Background: an optimization exercise with open tools, aiming at small area and a short achievable clock period. Do not read the settings as production practice.
Only simulation tests tie the RTL to the original design; equivalence was not proved.

==> design/flow/design.v <==
module Xoroshiro128StarStar (
      output [31:0] io_prngHigh,
      output [31:0] io_prngLow,
      input   io_next,
      input   clk,
      input   reset);
  wire [63:0] _zz_3;
  wire [63:0] _zz_4;
  wire [63:0] _zz_5;
  reg [63:0] s0;
  reg [63:0] s1;
  reg [63:0] p1;
  wire [63:0] s0_;
  wire [63:0] _zz_1;
  wire [63:0] s1_;
  wire [63:0] _zz_2;
  wire [63:0] prng;
  assign _zz_3 = ((s1 ^ s0) <<< 16);
  assign _zz_4 = (s0 <<< 2);
  assign _zz_5 = (p1 <<< 3);
  assign s0_ = (({s0[39 : 0],s0[63 : 40]} ^ (s1 ^ s0)) ^ _zz_3);
  assign _zz_1 = (s1 ^ s0);
  assign s1_ = {_zz_1[26 : 0],_zz_1[63 : 27]};
  assign _zz_2 = (_zz_4 + s0);
  assign prng = (_zz_5 + p1);
  assign io_prngHigh = prng[63 : 32];
  assign io_prngLow = prng[31 : 0];
  always @ (posedge clk or posedge reset) begin
    if (reset) begin
      s0 <= (64'b0000000000000000000000000000000000000000000000000000000000000001);
      s1 <= (64'b0000000000000000000000000000000000000000000000000000000000000000);
      p1 <= (64'b0000000000000000000000000000000000000000000000000000000000000000);
    end else begin
      if(io_next)begin
        s0 <= s0_;
        s1 <= s1_;
        p1 <= {_zz_2[56 : 0],_zz_2[63 : 57]};
      end
    end
  end
endmodule
==> design/flow/config.mk <==
export PLATFORM = sky130hd
export DESIGN_NAME = Xoroshiro128StarStar
export DESIGN_NICKNAME = Xoroshiro128StarStar
export VERILOG_FILES = /design/flow/design.v
export SDC_FILE = /design/flow/constraint.sdc
export NUM_CORES = 4
export LEC_CHECK = 0
export CAP_MARGIN = 20
export CORE_MARGIN = 2
export CORE_UTILIZATION = 40
export SLEW_MARGIN = 20
==> design/flow/run.sh <==
#!/bin/bash
# synth_recipe.tcl (not shown) runs the flow's synth.tcl, then flattens the netlist and writes it again
# the make line also repeats each setting of config.mk as NAME=value (left out here)
make -C /OpenROAD-flow-scripts/flow DESIGN_CONFIG=/design/flow/config.mk WORK_HOME=/design/flow/orfs CLKGATE_MAP_FILE= SYNTH_SCRIPT=/design/flow/synth_recipe.tcl finish
==> design/flow/constraint.sdc <==
create_clock -name core_clock -period 5.0 [get_ports {clk}]
set_input_delay 1.0000 -clock core_clock [delete_from_list [all_inputs] [get_ports {clk}]]
set_output_delay 1.0000 -clock core_clock [all_outputs]
set_load 0.01 [all_outputs]
==> tab_implementation.tex <==
\begin{tabular}{lr}
\hline
Metric & Value \\
\hline
\multicolumn{2}{l}{\textbf{Synthesis}} \\
Number of distinct library cell variants in the gate-level netlist after synthesis & 78 \\
Top cell type by total area after synthesis & sky130\_fd\_sc\_hd\_\_dfrtp\_1 \\
Most frequently used cell type in the post-synthesis netlist & sky130\_fd\_sc\_hd\_\_xnor2\_1 \\
Synthesized flop and latch total & 192 \\
Top cells by instance count after synthesis & sky130\_fd\_sc\_hd\_\_xnor2\_1 (243), sky130\_fd\_sc\_hd\_\_a21oi\_1 (215), sky130\_fd\_sc\_hd\_\_nor2\_1 (210) \\
Synth area leaders & sky130\_fd\_sc\_hd\_\_dfrtp\_1 (30\%), sky130\_fd\_sc\_hd\_\_xnor2\_1 (13\%), sky130\_fd\_sc\_hd\_\_ha\_1 (9.4\%) \\
Sequential share of the synthesized area & 0.299 \\
Syn Std Cell Area & 0.0161 sq mm \\
Net Count, Synth & 2032 \\
Share of flip-flops with an asynchronous set or reset & 1.00 \\
Top cell type's share of synthesized area & 0.297 \\
Number of enable flip-flop cells after synthesis & 0 \\
Yosys warnings & 1 \\
Synthesized area per cell & 8.44 sq um \\
Commonest register cell after synthesis & sky130\_fd\_sc\_hd\_\_dfrtp\_1 \\
Post-Synthesis Cells & 1906 \\
\multicolumn{2}{l}{\textbf{Die}} \\
Die ar. & 0.0418 sq mm \\
Placement Rows & 73 \\
Effective utilization at floorplan & 0.405 \\
Core area & 0.0397 sq mm \\
Height of the die & 205 um \\
DIE WIDTH & 205 um \\
Ports placed on the boundary & 67 \\
\multicolumn{2}{l}{\textbf{Cells and area}} \\
Footprint of the flip-flops and latches & 0.00481 sq mm \\
Layout-stage area growth over the synthesis result & 12.1\% \\
Combined area of the multi-input logic cells & 0.0109 sq mm \\
Number of diodes added for antenna fixing & 0 \\
Ratio of cells with drive above 1 in the final layout & 0.0710 \\
Number of fill cells in the layout & 3901 \\
Number of nets in the layout & 2056 \\
Final cell count without fillers & 2468 \\
\multicolumn{2}{l}{\textbf{GRT}} \\
Initial antenna violation count & 0 \\
Total congestion overflow & 0 \\
Number of global-route vias before repair & 13410 \\
First-pass GRT wire length & 75.0 mm \\
Maximum number of pins on one net before global-route repair & 98 \\
Global-route usage over all layers & 0.227 \\
\multicolumn{2}{l}{\textbf{Detailed routing}} \\
Drt pass-1 iters & 5 \\
Routed vias/inst & 5.59 \\
Drt wl/cell & 18.9 um \\
Routed Antenna Nets & 0 \\
Post-Route WL & 46.6 mm \\
Number of vias after detailed routing & 13805 \\
Violation count after the first detailed-routing iteration & 783 \\
DRC errors left & 0 \\
\multicolumn{2}{l}{\textbf{Critical path}} \\
Crit start category & flop \\
Worst endpoint data arrival time & 3.84 ns \\
Worst Setup End Kind & primary output \\
Setup Crit Path Kind & reg2out \\
Flop2flop setup slack & 0.85 ns \\
Max Fanout on Critical Path & 4 \\
Required time at the endpoint of the critical path & 4.00 ns \\
\multicolumn{2}{l}{\textbf{Timing}} \\
Fmax & 207 MHz \\
Count of final setup violators & 0 \\
Final hold viol count & 0 \\
Final count of pins violating max slew & 0 \\
Minimum period implied by the final worst setup slack & 4.84 ns \\
Transition time at the pin with the least slew margin & 0.930 ns \\
Aggregate negative setup slack & 0 ns \\
Unrepaired setup endpoints after global routing & no \\
Setup slack after layout & 0.161 ns \\
Final setup skew & 0.0115 ns \\
Worst hold margin & 0.541 ns \\
Worst slew margin & 0.380 \\
Crit share post-route & 0.968 \\
\multicolumn{2}{l}{\textbf{Clock network}} \\
Clk root buf & sky130\_fd\_sc\_hd\_\_clkbuf\_16 \\
Number of buffers added to fix hold violations after cts & 0 \\
Maximum clock insertion buffer count & 2 \\
Number of sinks driven by the clock tree & 192 \\
Maximum level of the CTS H-tree & 4 \\
Clk Latency, worst-skew pair & 0.45 ns \\
CTS tree & done \\
Register clock-pin slew on the reported worst setup and hold paths & 0.08 ns \\
Number of buffers created by CTS & 17 \\
\multicolumn{2}{l}{\textbf{Place}} \\
Pre-CTS worst setup slack & 0.0947 ns \\
Global placer's final weighted congestion & 0.922 \\
Cell count after placement & 2432 \\
Final HPWL from detailed placement & 36.9 mm \\
PortBufs & 66 \\
\multicolumn{2}{l}{\textbf{Run status}} \\
Run status & complete, no violations \\
\multicolumn{2}{l}{\textbf{Worst hold path}} \\
Type of the tightest min-delay check & reg2reg \\
\multicolumn{2}{l}{\textbf{Job}} \\
Number of max-capacitance violations reported & 0 \\
\hline
\end{tabular}
stage by stage:
step,instance area (sq um),utilization
floorplan,16100,-
global placement,17200,0.434
detailed placement,17200,0.434
CTS,17900,0.450
global route,18000,0.454
finish,18000,0.454
worst max-delay path: stages, from the launching register on:
cell	delay (ns)
sky130_fd_sc_hd__dfrtp_1	0.41
sky130_fd_sc_hd__ha_1	0.22
sky130_fd_sc_hd__fa_1	0.41
sky130_fd_sc_hd__a21o_1	0.23
sky130_fd_sc_hd__a311o_1	0.43
sky130_fd_sc_hd__nand3_2	0.11
sky130_fd_sc_hd__nand3_4	0.12
sky130_fd_sc_hd__o21ai_4	0.19
sky130_fd_sc_hd__buf_4	0.16
sky130_fd_sc_hd__o31ai_1	0.13
sky130_fd_sc_hd__a21oi_2	0.20
sky130_fd_sc_hd__buf_4	0.13
sky130_fd_sc_hd__xnor2_1	0.10
sky130_fd_sc_hd__clkdlybuf4s50_1	0.55
area by class of cell:
type,instances,area share
Clock buffer,18,0.0238
Inverter,55,0.0117
Timing Repair Buffer,85,0.0485
Sequential cell,192,0.267
Tap cell,525,0.0364
Clock inverter,14,0.00999
Multi-Input combinational cell,1579,0.603
repair_timing:
item	in CTS	in global routing
resized for setup	15	31
setup buffers	1	2
pin swaps	2	3
endpoints found under the setup margin	22	23
final timing paths:
path                                   startpoint                 end  cells past startpoint
worst max-delay path            p1[3]$_DFFE_PP0P_      io_prngHigh[7]                     13
worst min-delay path            s0[0]$_DFFE_PP1P_   s0[0]$_DFFE_PP1P_                      1
worst max register to register  s0[2]$_DFFE_PP0P_   p1[3]$_DFFE_PP0P_                     13
worst min register to register  s0[0]$_DFFE_PP1P_   s0[0]$_DFFE_PP1P_                      1
max in group asynchronous                   reset  p1[50]$_DFFE_PP0P_                      3
min in group asynchronous                   reset  s1[45]$_DFFE_PP0P_                      2
registers in the layout (all words and copies together), names as in the netlist:
register	cells
s1	64
s0	64
p1	64
layout by cell type, fill, tap and decap left out, types with 17 or more instances in the layout:
cell	instances
sky130_fd_sc_hd__xnor2_1	243
sky130_fd_sc_hd__nor2_1	210
sky130_fd_sc_hd__a21oi_1	208
sky130_fd_sc_hd__dfrtp_1	189
sky130_fd_sc_hd__nand2_1	171
sky130_fd_sc_hd__ha_1	118
sky130_fd_sc_hd__xor2_1	96
sky130_fd_sc_hd__o21ai_0	71
sky130_fd_sc_hd__clkdlybuf4s50_1	56
sky130_fd_sc_hd__inv_1	53
sky130_fd_sc_hd__a21o_1	52
sky130_fd_sc_hd__mux2_2	41
sky130_fd_sc_hd__nand4_1	39
sky130_fd_sc_hd__o21bai_1	37
sky130_fd_sc_hd__nor3_1	30
sky130_fd_sc_hd__nand3_1	29
sky130_fd_sc_hd__o211ai_1	19
sky130_fd_sc_hd__clkbuf_16	17
logic make-up (layout without fill, tap and decap cells):
family,count (synthesis),in the layout,share of synthesized area
and+or+nand+nor,559,559,0.157
AOI/OAI and AO/OA,515,515,0.201
xor gates and xnor gates,339,339,0.185
DFF,192,192,0.299
buffers and inverters,135,172,0.0329
adders and majority gates,123,123,0.0966
muxes,43,43,0.0299
layer usage:
| layer | part of all wire | track usage |
|---|---|---|
| met1 | 0.48 | 0.309 |
| met2 | 0.47 | 0.382 |
| met3 | 0.026 | 0.0226 |
| met4 | 0.025 | 0.0644 |
| met5 | 0 | 0 |

## afterwards: timing with drivers on the ports
No port has a modelled driver above. Below, the same layout with a new extraction and two added sets of constraints.
Step 1 assumes that a clkbuf_16 drives the clock port and a buf_2 every other input.
Step 2, shift: input delay + t, output delay - t, t = (earliest + latest rising clock arrival at the registers) / 2. This alone moves slack from input paths to output paths.
Slacks: ideal / step 1 / step 2; pairs: ideal / step 1.
t, ns: 0.496
setup WS [ns]: 0.161 / 0.110 / 0.606
worst setup path after step 2: register to output
worst data-port slew with drivers (ns): 0.04
pins driven straight from the clock port: 1
After both steps this run still meets setup and hold. The setup slack of this run moves by -0.051 ns with the drivers and by +0.445 ns with both steps.
